Background: an optimization exercise with open tools, aiming at small area. Do not read the settings as production practice.
Only simulation tests tie the RTL to the original design; equivalence was not proved.
Power figures rest on the tool's default switching activity, not on a simulated workload.

$ cat flow/design.v
module HorizontalCnt(vga_clk, reset, HcntValue, VcntEnable);
input vga_clk, reset;
output reg [9:0] HcntValue;
output reg VcntEnable;
always @(posedge vga_clk or posedge reset)
begin
	if (reset)
	begin
		HcntValue <= 0;
		VcntEnable <= 0;
	end
	else
		begin
			 if(HcntValue < 800)  
			 begin
				  HcntValue <= HcntValue + 1;
				  VcntEnable <= 0;
			 end
			 else
			 begin
				  HcntValue <= 0;
				  VcntEnable <=1;
			 end
		end
end
endmodule
module VerticalCnt(vga_clk, reset, VcntEnable, VcntValue);
input vga_clk, reset, VcntEnable;
output reg [8:0] VcntValue;
always @(posedge vga_clk or posedge reset) 
begin
	if (reset) 
	begin
	VcntValue <= 0;
	end
	else
		begin
		 if(VcntEnable == 1'b1)
			  begin
				if(VcntValue < 449)  
					begin
					 VcntValue <= VcntValue + 1;
					end
				else
					begin
					 VcntValue <= 0;
					end
				end
		end
end
endmodule
module kbd_protocol (reset, clk, ps2clk, ps2data, scancode, found);
  input        reset, clk, ps2clk, ps2data;
  output [7:0] scancode;
  output found;
  reg    [7:0] scancode;
  reg    [7:0] ps2clksamples;  
  reg found;
  always @(posedge clk or posedge reset)
    if (reset) ps2clksamples <= 8'd0;
      else ps2clksamples <= {ps2clksamples[7:0], ps2clk};
  wire fall_edge;  
  assign fall_edge = (ps2clksamples[7:4] == 4'hF) & (ps2clksamples[3:0] == 4'h0);
  reg    [9:0] shift;    
  reg    [3:0] cnt;      
  reg          f0;       
  always @(posedge clk or posedge reset)
    begin
    if (reset) 
      begin
        cnt      <= 4'd0;
        scancode <= 8'd0;
        shift    <= 10'd0;
        f0       <= 1'b0;
        found    <= 1'd0;
      end  
     else begin
      found <= 1'd0;
      if (fall_edge)
         begin
           if (cnt == 4'd10)  
             begin
               cnt <= 0;
               if ((shift[0] == 0) && (ps2data == 1) && (^shift[9:1]==1))  
                 begin
                   if (f0)  
                     begin
                       scancode <= shift[8:1];
                       f0       <= 0;
                       found    <= 1;
                     end
                    else if (shift[8:1] == 8'hF0) f0 <= 1'b1;
                 end  
             end
            else
             begin
               shift <= {ps2data, shift[9:1]};  
               cnt <= cnt+1;
             end
         end
      end
    end
endmodule
module vgasync(reset, clk25, HcntValue, VcntValue, hsync, vsync, red, green, blue, scancode, found);
input clk25, found, reset;
input [7:0] scancode;
input [9:0] HcntValue;
input [8:0] VcntValue;
output hsync, vsync;
output [2:0] red, green, blue;
integer counter;
wire [3:0] section;
reg [8:0] r_rgb1, r_rgb2, r_rgb3, r_rgb4, r_rgb5, r_rgb6, r_rgb7, r_rgb8, r_rgb9;
reg [4:0] zone;
reg flag;
assign hsync = (HcntValue > 15 && HcntValue < 112) ? 0:1;  
assign vsync = (VcntValue > 11 && VcntValue < 14) ? 1:0;  
assign section =	 ((HcntValue > 160 && HcntValue <= 373) && (VcntValue >  48 && VcntValue <= 182)) ? 4'd1 :																	
					 ((HcntValue > 373 && HcntValue <= 586) && (VcntValue >  48 && VcntValue <= 182)) ? 4'd2 : 
					 ((HcntValue > 586 && HcntValue <= 799) && (VcntValue >  48 && VcntValue <= 182)) ? 4'd3 : 
					 ((HcntValue > 160 && HcntValue <= 373) && (VcntValue > 182 && VcntValue <= 315)) ? 4'd4 : 
                	 ((HcntValue > 373 && HcntValue <= 586) && (VcntValue > 182 && VcntValue <= 315)) ? 4'd5 : 
					 ((HcntValue > 586 && HcntValue <= 799) && (VcntValue > 182 && VcntValue <= 315)) ? 4'd6 : 
					 ((HcntValue > 160 && HcntValue <= 373) && (VcntValue > 315 && VcntValue <= 448)) ? 4'd7 : 
					 ((HcntValue > 373 && HcntValue <= 586) && (VcntValue > 315 && VcntValue <= 448)) ? 4'd8 :
					 ((HcntValue > 586 && HcntValue <= 799) && (VcntValue > 315 && VcntValue <= 448)) ? 4'd9 : 4'd0;
always @(posedge clk25 or posedge reset) 
begin
	if(reset)
		begin
			zone<=0;
			flag<=1;
			counter=0;
			r_rgb1<=0; r_rgb2<=0; r_rgb3<=0;
			r_rgb4<=0; r_rgb5<=0; r_rgb6<=0;
			r_rgb7<=0; r_rgb8<=0; r_rgb9<=0;
		end
	else if(found)
	begin
		zone <=	 (scancode == 8'h15) ? 4'd0 :  
				 (scancode == 8'h16) ? 4'd1 :  
				 (scancode == 8'h1E) ? 4'd2 :  
				 (scancode == 8'h26) ? 4'd3 :  
				 (scancode == 8'h25) ? 4'd4 :  
				 (scancode == 8'h2E) ? 4'd5 :  
				 (scancode == 8'h36) ? 4'd6 :  
				 (scancode == 8'h3D) ? 4'd7 :  
				 (scancode == 8'h3E) ? 4'd8 :  
				 (scancode == 8'h46) ? 4'd9 :  
				 (scancode == 8'h35) ? 4'd10 :  
				 (scancode == 8'h3C) ? 4'd11 :  
				 (scancode == 8'h4B) ? 4'd12 : zone; 
		if(zone==1)
			begin
			r_rgb1<= 	(scancode == 8'h2d) ? 9'b111000000 :  
						(scancode == 8'h34) ? 9'b000111000 :  
						(scancode == 8'h24) ? 9'b000111111 :  
						(scancode == 8'h1D) ? 9'b111111111 :  
						(scancode == 8'h32) ? 9'b000000111 : r_rgb1;  
			end
		if(zone==2)
			begin
			r_rgb2<= 	(scancode == 8'h2d) ? 9'b111000000 :
						(scancode == 8'h34) ? 9'b000111000 :
						(scancode == 8'h24) ? 9'b000111111 :
						(scancode == 8'h1D) ? 9'b111111111 :
						(scancode == 8'h32) ? 9'b000000111 : r_rgb2;
			end
		if(zone==3) 
			begin
			r_rgb3<= 	(scancode == 8'h2d) ? 9'b111000000 :
						(scancode == 8'h34) ? 9'b000111000 :
						(scancode == 8'h24) ? 9'b000111111 :
						(scancode == 8'h1D) ? 9'b111111111 :
						(scancode == 8'h32) ? 9'b000000111 : r_rgb3;
			end
		if(zone==4) 
			begin
			r_rgb4<= 	(scancode == 8'h2d) ? 9'b111000000 :
						(scancode == 8'h34) ? 9'b000111000 :
						(scancode == 8'h24) ? 9'b000111111 :
						(scancode == 8'h1D) ? 9'b111111111 :
						(scancode == 8'h32) ? 9'b000000111 : r_rgb4;
			end
		if(zone==5) 
			begin
			r_rgb5<= 	(scancode == 8'h2d) ? 9'b111000000 :
						(scancode == 8'h34) ? 9'b000111000 :
						(scancode == 8'h24) ? 9'b000111111 :
						(scancode == 8'h1D) ? 9'b111111111 :
						(scancode == 8'h32) ? 9'b000000111 : r_rgb5;
			end
		if(zone==6) 
			begin
			r_rgb6<= 	(scancode == 8'h2d) ? 9'b111000000 :
						(scancode == 8'h34) ? 9'b000111000 :
						(scancode == 8'h24) ? 9'b000111111 :
						(scancode == 8'h1D) ? 9'b111111111 :
						(scancode == 8'h32) ? 9'b000000111 : r_rgb6;
			end
		if(zone==7) 
			begin
			r_rgb7<= 	(scancode == 8'h2d) ? 9'b111000000 :
						(scancode == 8'h34) ? 9'b000111000 :
						(scancode == 8'h24) ? 9'b000111111 :
						(scancode == 8'h1D) ? 9'b111111111 :
						(scancode == 8'h32) ? 9'b000000111 : r_rgb7;
			end
		if(zone==8) 
			begin
			r_rgb8<= 	(scancode == 8'h2d) ? 9'b111000000 :
						(scancode == 8'h34) ? 9'b000111000 :
						(scancode == 8'h24) ? 9'b000111111 :
						(scancode == 8'h1D) ? 9'b111111111 :
						(scancode == 8'h32) ? 9'b000000111 : r_rgb8;
			end
		if(zone==9) 
			begin
			r_rgb9<= 	(scancode == 8'h2d) ? 9'b111000000 :
						(scancode == 8'h34) ? 9'b000111000 :
						(scancode == 8'h24) ? 9'b000111111 :
						(scancode == 8'h1D) ? 9'b111111111 :
						(scancode == 8'h32) ? 9'b000000111 : r_rgb9;
			end
		if(zone == 0)  
			begin
				r_rgb1 <= 9'b000000000;
				r_rgb2 <= 9'b000000000;
				r_rgb3 <= 9'b000000000;
				r_rgb4 <= 9'b000000000;
				r_rgb5 <= 9'b000000000;
				r_rgb6 <= 9'b000000000;
				r_rgb7 <= 9'b000000000;
				r_rgb8 <= 9'b000000000;
				r_rgb9 <= 9'b000000000;
				flag <= 1;
			end
		if(zone == 10)  
			begin
				r_rgb1 <= 9'b111111111;
				r_rgb3 <= 9'b111111111;
				r_rgb7 <= 9'b111111111;
				r_rgb9 <= 9'b111111111;
				r_rgb2 <= 9'b000111111;
				r_rgb4 <= 9'b000111111;
				r_rgb5 <= 9'b000111111;
				r_rgb6 <= 9'b000111111;
				r_rgb8 <= 9'b000111111;
			end
		if(zone == 12)  
			begin
				flag <= 0;
			end
		if(zone == 11)  
		begin
				r_rgb1 <= 9'b111000000;
				r_rgb2 <= 9'b110000000;
				r_rgb3 <= 9'b101000000;
				r_rgb6 <= 9'b100000000;
				r_rgb9 <= 9'b011000000;
				r_rgb8 <= 9'b010000000;
				r_rgb7 <= 9'b001000000;
				r_rgb4 <= 9'b000000000;
		end
	end
		else if(flag==0)
					begin
					if(counter == 5499999)  
					begin
						counter = 0;  
						r_rgb1 <= r_rgb2;
						r_rgb2 <= r_rgb3;
						r_rgb3 <= r_rgb6;
						r_rgb6 <= r_rgb9;
						r_rgb9 <= r_rgb8;
						r_rgb8 <= r_rgb7;
						r_rgb7 <= r_rgb4;
						r_rgb4 <= r_rgb1;
					end
					else
					begin
						counter = counter + 1;
					end
					end
end
assign {red, green, blue} = 		 (section == 4'd1) ? r_rgb1 :
									 (section == 4'd2) ? r_rgb2 :
									 (section == 4'd3) ? r_rgb3 :
									 (section == 4'd4) ? r_rgb4 :
									 (section == 4'd5) ? r_rgb5 :
									 (section == 4'd6) ? r_rgb6 :
									 (section == 4'd7) ? r_rgb7 :
									 (section == 4'd8) ? r_rgb8 :
									 (section == 4'd9) ? r_rgb9 : {3'h0, 3'h0, 3'h0};
endmodule
module top(reset, clk, ps2clk, ps2data, hsync, vsync, red, green, blue);
input reset, clk;
input ps2clk, ps2data;
output hsync, vsync;
output [2:0] red, green, blue;
wire [9:0] Hcount;
wire [8:0] Vcount;
wire found;
wire Venable;
wire [7:0]scancode;
HorizontalCnt hcnt(clk, reset, Hcount, Venable);
VerticalCnt vcnt(clk, reset, Venable, Vcount);
kbd_protocol kbdp (reset, clk, ps2clk, ps2data, scancode, found);
vgasync vga(reset, clk, Hcount, Vcount, hsync, vsync, red, green, blue, scancode, found);
endmodule
$ cat flow/run.sh
#!/bin/bash
# synth_recipe.tcl (not shown) runs the flow's synth.tcl, then flattens the netlist and writes it again
# the make line also repeats each setting of config.mk as NAME=value (left out here)
make -C /OpenROAD-flow-scripts/flow DESIGN_CONFIG=/design/flow/config.mk WORK_HOME=/design/flow/orfs CLKGATE_MAP_FILE= SYNTH_SCRIPT=/design/flow/synth_recipe.tcl finish
$ cat flow/config.mk
export PLATFORM = sky130hd
export DESIGN_NAME = top
export DESIGN_NICKNAME = top
export VERILOG_FILES = /design/flow/design.v
export SDC_FILE = /design/flow/constraint.sdc
export NUM_CORES = 4
export LEC_CHECK = 0
export CAP_MARGIN = 20
export CORE_MARGIN = 2
export CORE_UTILIZATION = 40
export SLEW_MARGIN = 20
$ cat flow/constraint.sdc
create_clock -name core_clock -period 40.0 [get_ports {clk}]
set_input_delay 8.0000 -clock core_clock [delete_from_list [all_inputs] [get_ports {clk}]]
set_output_delay 8.0000 -clock core_clock [all_outputs]
set_load 0.01 [all_outputs]
==> reports/results.tsv <==
stage	metric	value	unit
floorplanning	Initial Utilization	40.69	%
timing	Max-slew headroom	25.31	%
yosys	Syn Nets	953	
placement	Routability Congestion	0.8197	
setup_path	CP Launch Type	flip-flop	
layout	Finished Core Util	44.57	%
drt	Residual DRC	0	
layout	Cell Count, Final, Fillers Out	1216	
setup_path	Buf+Inv Stages, Crit Path	1	
timing	Slew @ Worst Pin	1.117	ns
setup_path	Worst setup EP type	output port	
drt	Iter 0 DRT Violations	474	
timing	Final Hold Viols	0	
placement	HPWL Detailed	12820	um
yosys	Seq/Total Area, Yosys	46.37	%
run_status	status	no timing/DRC/antenna violations	
floorplanning	full die area	0.02334	mm2
timing	Fin Setup TNS	0	ns
global_routing	grt ovf	0	
clock_network	clk root buf	clkbuf_16	
clock_network	H-tree depth	4	
global_routing	global-route usage over all layers	17.78	%
clock_network	Max Root-Sink Buffers	2	
layout	Fill cells	2101	
global_routing	largest net degree at the start of global routing	96	
timing	max frequency	84.40	MHz
clock_network	CTS buffer count	17	
setup_path	WS Path Type	flip-flop to output port	
placement	dpl cells	1184	
yosys	post-synthesis adder-cell area fraction	1.413	%
timing	Hold WS	0.3747	ns
job	Max Cap Violations	0	
power_and_ir_drop	Clock power frac	47.5	%
layout	share of layout cells above drive strength 1	9.615	%
setup_path	FF-to-FF setup slack	36.59	ns
timing	max-slew violations	0	
yosys	Synth Area in Simple Gates	21.89	%
clock_network	number of post-CTS setup repair buffers	0	
global_routing	vias in the first global route	6593	
timing	fin crit share	29.62	%
setup_path	worst r2r dst	vga.r_rgb1[4]	
setup_path	Cell Chain, Critical Path	ha_1, nand3b_1, a221oi_1, or2b_1, nor2_2, a221oi_1, a2111o_1, a41oi_1, clkdlybuf4s50_1	
yosys	top_reg_cell synth	dfrtp_1	
yosys	syn_area_per_cell	9.427	um2
setup_path	Worst Path Required	32.00	ns
floorplanning	Core Area	0.02176	mm2
floorplanning	IO Count	15	
global_routing	first-pass GRT wire length	34200	um
yosys	leading area contributor after synthesis	dfrtp_1	
placement	Cell Area, Placed	0.009148	mm2
yosys	synthesized instance count	939	
yosys	largest family of logic cells by synthesized area	simple AND/OR/NAND/NOR gates	
clock_network	Hold-fix buffers, CTS	0	
power_and_ir_drop	Worst IR Drop VDD	24.72	uV
drt	mean routed wirelength per cell	16.34	um
setup_path	CP max FO	9	
power_and_ir_drop	cell internal pwr	0.0002484	W
drt	Detailed Routing Iterations Pass 1	6	
yosys	Mapped Area	0.008852	mm2
drt	DRT antenna net count	0	
timing	unrepaired setup endpoints after global routing	false	
drt	Routed Wire Length	19870	um
yosys	mux contribution to synthesized area	3.788	%
clock_network	CTS tree	built	
yosys	post-synthesis xor/xnor area fraction	4.353	%
global_routing	antenna violations before repair	0	
layout	Area Overhead vs Synth	9.527	%
power_and_ir_drop	switching share of power	23.73	%
clock_network	CTS clock-pin slew for the worst setup and hold paths	0.07	ns
yosys	count leader, synth	dfrtp_1	
power_and_ir_drop	part of the power in combinational logic	1.3	%
yosys	Synth area leaders	dfrtp_1 46%, nand2b_1 5.1%, nor2_1 4.5%, a31oi_1 3.7%, mux2_2 3.6%	
setup_path	family with the most delay on the worst path	compound AO/OA/AOI/OAI gates	
setup_path	max incr delay on CP	0.57	ns
setup_path	r2r startpoint	kbdp.scancode[5]	
placement	I/O Buffers	14	
drt	Vias	6851	
power_and_ir_drop	Pleak	4.095	nW
clock_network	# resized after CTS	0	
yosys	ys async rst share	100.0	%
worst_hold_path	Worst Hold Class	flip-flop to flip-flop	
timing	Setup Viol. Count Final	0	
yosys	most frequent cells after synthesis	163 x dfrtp_1, 105 x nor2_1, 72 x nand2_1, 72 x nand2b_1, 53 x a31oi_1	
timing	Fin Clk Skew	0.01138	ns
worst_hold_path	Hold EP	kbdp.ps2clksamples[6]	
worst_hold_path	hold depth	0	
setup_path	Slowest-stage cell, CP	clkdlybuf4s50_1	
setup_path	CP arrival	3.85	ns
floorplanning	die width	152.8	um
worst_hold_path	min-delay src	kbdp.ps2clksamples[5]	
yosys	Synth warnings	4	
floorplanning	Die Y	152.8	um
yosys	Yosys top cell area share	46.08	%
drt	vias per inst	5.634	
yosys	Compound-Gate Fraction of Synth Area	18.35	%
setup_path	CP most frequent cell	a221oi_1	
power_and_ir_drop	Net Switching	0.00007731	W
setup_path	Worst R2R Path Depth	6	
clock_network	Worst-Skew Late Latency	0.43	ns
yosys	Post-synth EDFFs	0	
yosys	Netlist cell types	79	
power_and_ir_drop	part of the power in registers	51.2	%
yosys	#FFs+latches synth	164	
power_and_ir_drop	PwrDens	33.60	mW/mm2
floorplanning	row count	54	
clock_network	CTS Sinks	164	
layout	Diodes inserted	0	
layout	Layout Nets	937	
layout	Design Area, Final	0.009696	mm2
timing	Tmin final	11.85	ns
==> kinds of logic after synthesis <==
group,Yosys count
XOR/XNOR,44
multiplexers,30
flip-flops,164
AO/OA/AOI/OAI,238
AND/OR/NAND/NOR,374
adder cells (fa/ha/maj),10
buffers and inverters,79
==> flip-flops by register name, indices dropped and copies added (netlist names), 4 cells and up <==
name / count
kbdp.ps2clksamples: 8
hcnt.HcntValue: 10
vga.r_rgb1: 9
vga.r_rgb7: 9
vcnt.VcntValue: 9
vga.r_rgb8: 9
vga.zone: 4
vga.r_rgb3: 9
kbdp.shift: 10
vga.counter: 32
vga.r_rgb2: 9
vga.r_rgb6: 9
kbdp.scancode: 8
vga.r_rgb9: 9
vga.r_rgb4: 9
kbdp.cnt: 4
==> cell usage in the layout (no fill, tap or decap), types with 6 or more instances in the layout <==
| cell | instances |
|---|---|
| a222oi_1 | 8 |
| nand2b_1 | 72 |
| nor2b_1 | 11 |
| o22ai_1 | 6 |
| nor2_1 | 105 |
| nor3_1 | 11 |
| o21ai_0 | 50 |
| ha_1 | 10 |
| or3_1 | 7 |
| o211ai_1 | 6 |
| nand3_1 | 25 |
| xor2_1 | 18 |
| xnor2_1 | 26 |
| a221oi_1 | 11 |
| inv_1 | 23 |
| dfrtp_1 | 162 |
| a21oi_1 | 31 |
| nand2_1 | 72 |
| nor4b_1 | 7 |
| a21o_1 | 20 |
| clkbuf_16 | 17 |
| a31oi_1 | 53 |
| clkdlybuf4s50_1 | 14 |
| mux2_2 | 28 |
| and2_1 | 9 |
| nand4_1 | 13 |
==> worst max path at each step <==
stage / startpoint / endpoint / slack [ns] / depth (start not counted)
after global placement: vcnt.VcntValue[0] / blue[1] / 28.68 / 9
after CTS: vcnt.VcntValue[0] / blue[1] / 28.15 / 9
after detailed placement: vcnt.VcntValue[0] / blue[1] / 28.59 / 9
final: vcnt.VcntValue[0] / blue[1] / 28.15 / 9
after global routing: vcnt.VcntValue[0] / blue[1] / 27.86 / 9
after floorplan: reset / hcnt.HcntValue[0] / 27.57 / 1
==> worst register-to-register path, cell delays in order, from the launching register on <==
cell      delay [ns]
dfrtp_1         0.61
and4b_1         0.24
o21ai_0         0.53
o211ai_1        0.24
a22oi_2         0.50
nand2b_1        0.76
mux2_2          0.41
==> power by group through the flow <==
stage | sequential, W | clock [W] | combinational [W]
after global placement | 0.000170 | 0 | 0.00000440
after detailed placement | 0.000170 | 0 | 0.00000443
after CTS | 0.000167 | 0.000159 | 0.00000442
final | 0.000167 | 0.000155 | 0.00000408
after global routing | 0.000167 | 0.000166 | 0.00000498
after floorplan | 0.000170 | 0 | 0.00000284
==> per-stage QoR <==
stage | power, W | setup WS [ns]
final | 0.0003257 | 28.15
after global routing | 0.0003381 | 27.86
after floorplan | 0.0001728 | 27.57
after global placement | 0.0001745 | 28.68
after CTS | 0.0003300 | 28.15
after detailed placement | 0.0001745 | 28.59
==> routing by layer <==
| layer | track usage, % | routed length, um | vias to the layer above |
|---|---|---|---|
| met5 | 0 | 0 | - |
| met3 | 3.498 | 989 | 22 |
| met1 | 25.66 | 9453 | 3345 |
| li1 | - | - | 3344 |
| met2 | 27.48 | 9126 | 140 |
| met4 | 4.674 | 299 | 0 |
==> cell type report <==
| class | count | area, um2 | area share [%] |
|---|---|---|---|
| clock buffer | 18 | 429.2 | 4.426 |
| multi-input combinational | 696 | 4414 | 45.53 |
| clock inverter | 14 | 118.9 | 1.226 |
| sequential | 164 | 4106 | 42.35 |
| tap | 280 | 350.3 | 3.613 |
| timing repair buffer | 19 | 177.7 | 1.832 |
| inverter | 25 | 98.84 | 1.019 |

## static timing again, ports no longer ideal
The flow's constraints put no driver on any port. The routed layout listed below was extracted and timed again, unchanged, in two steps. Step 1: set_driving_cell puts a clkbuf_16 on clk and a buf_2 on each other input, an assumption about the parent block. Step 2 also shifts input and output timing later by t, the mid clock arrival at the registers, as if the neighbouring blocks saw the same clock. Three values: no drivers, after step 1, after step 2; two values: the first two.
shift t [ns]: 0.466
setup slack, ns: 28.151 / 28.109 / 28.575
clock arrival spread, ns: 0.013 / 0.013
worst register clock-pin slew, ns: 0.07 / 0.07
worst data-port slew with drivers (ns): 0.03
After both steps this run still meets setup and hold. The setup slack of this run moves by -0.042 ns with the drivers and by +0.424 ns with both steps.
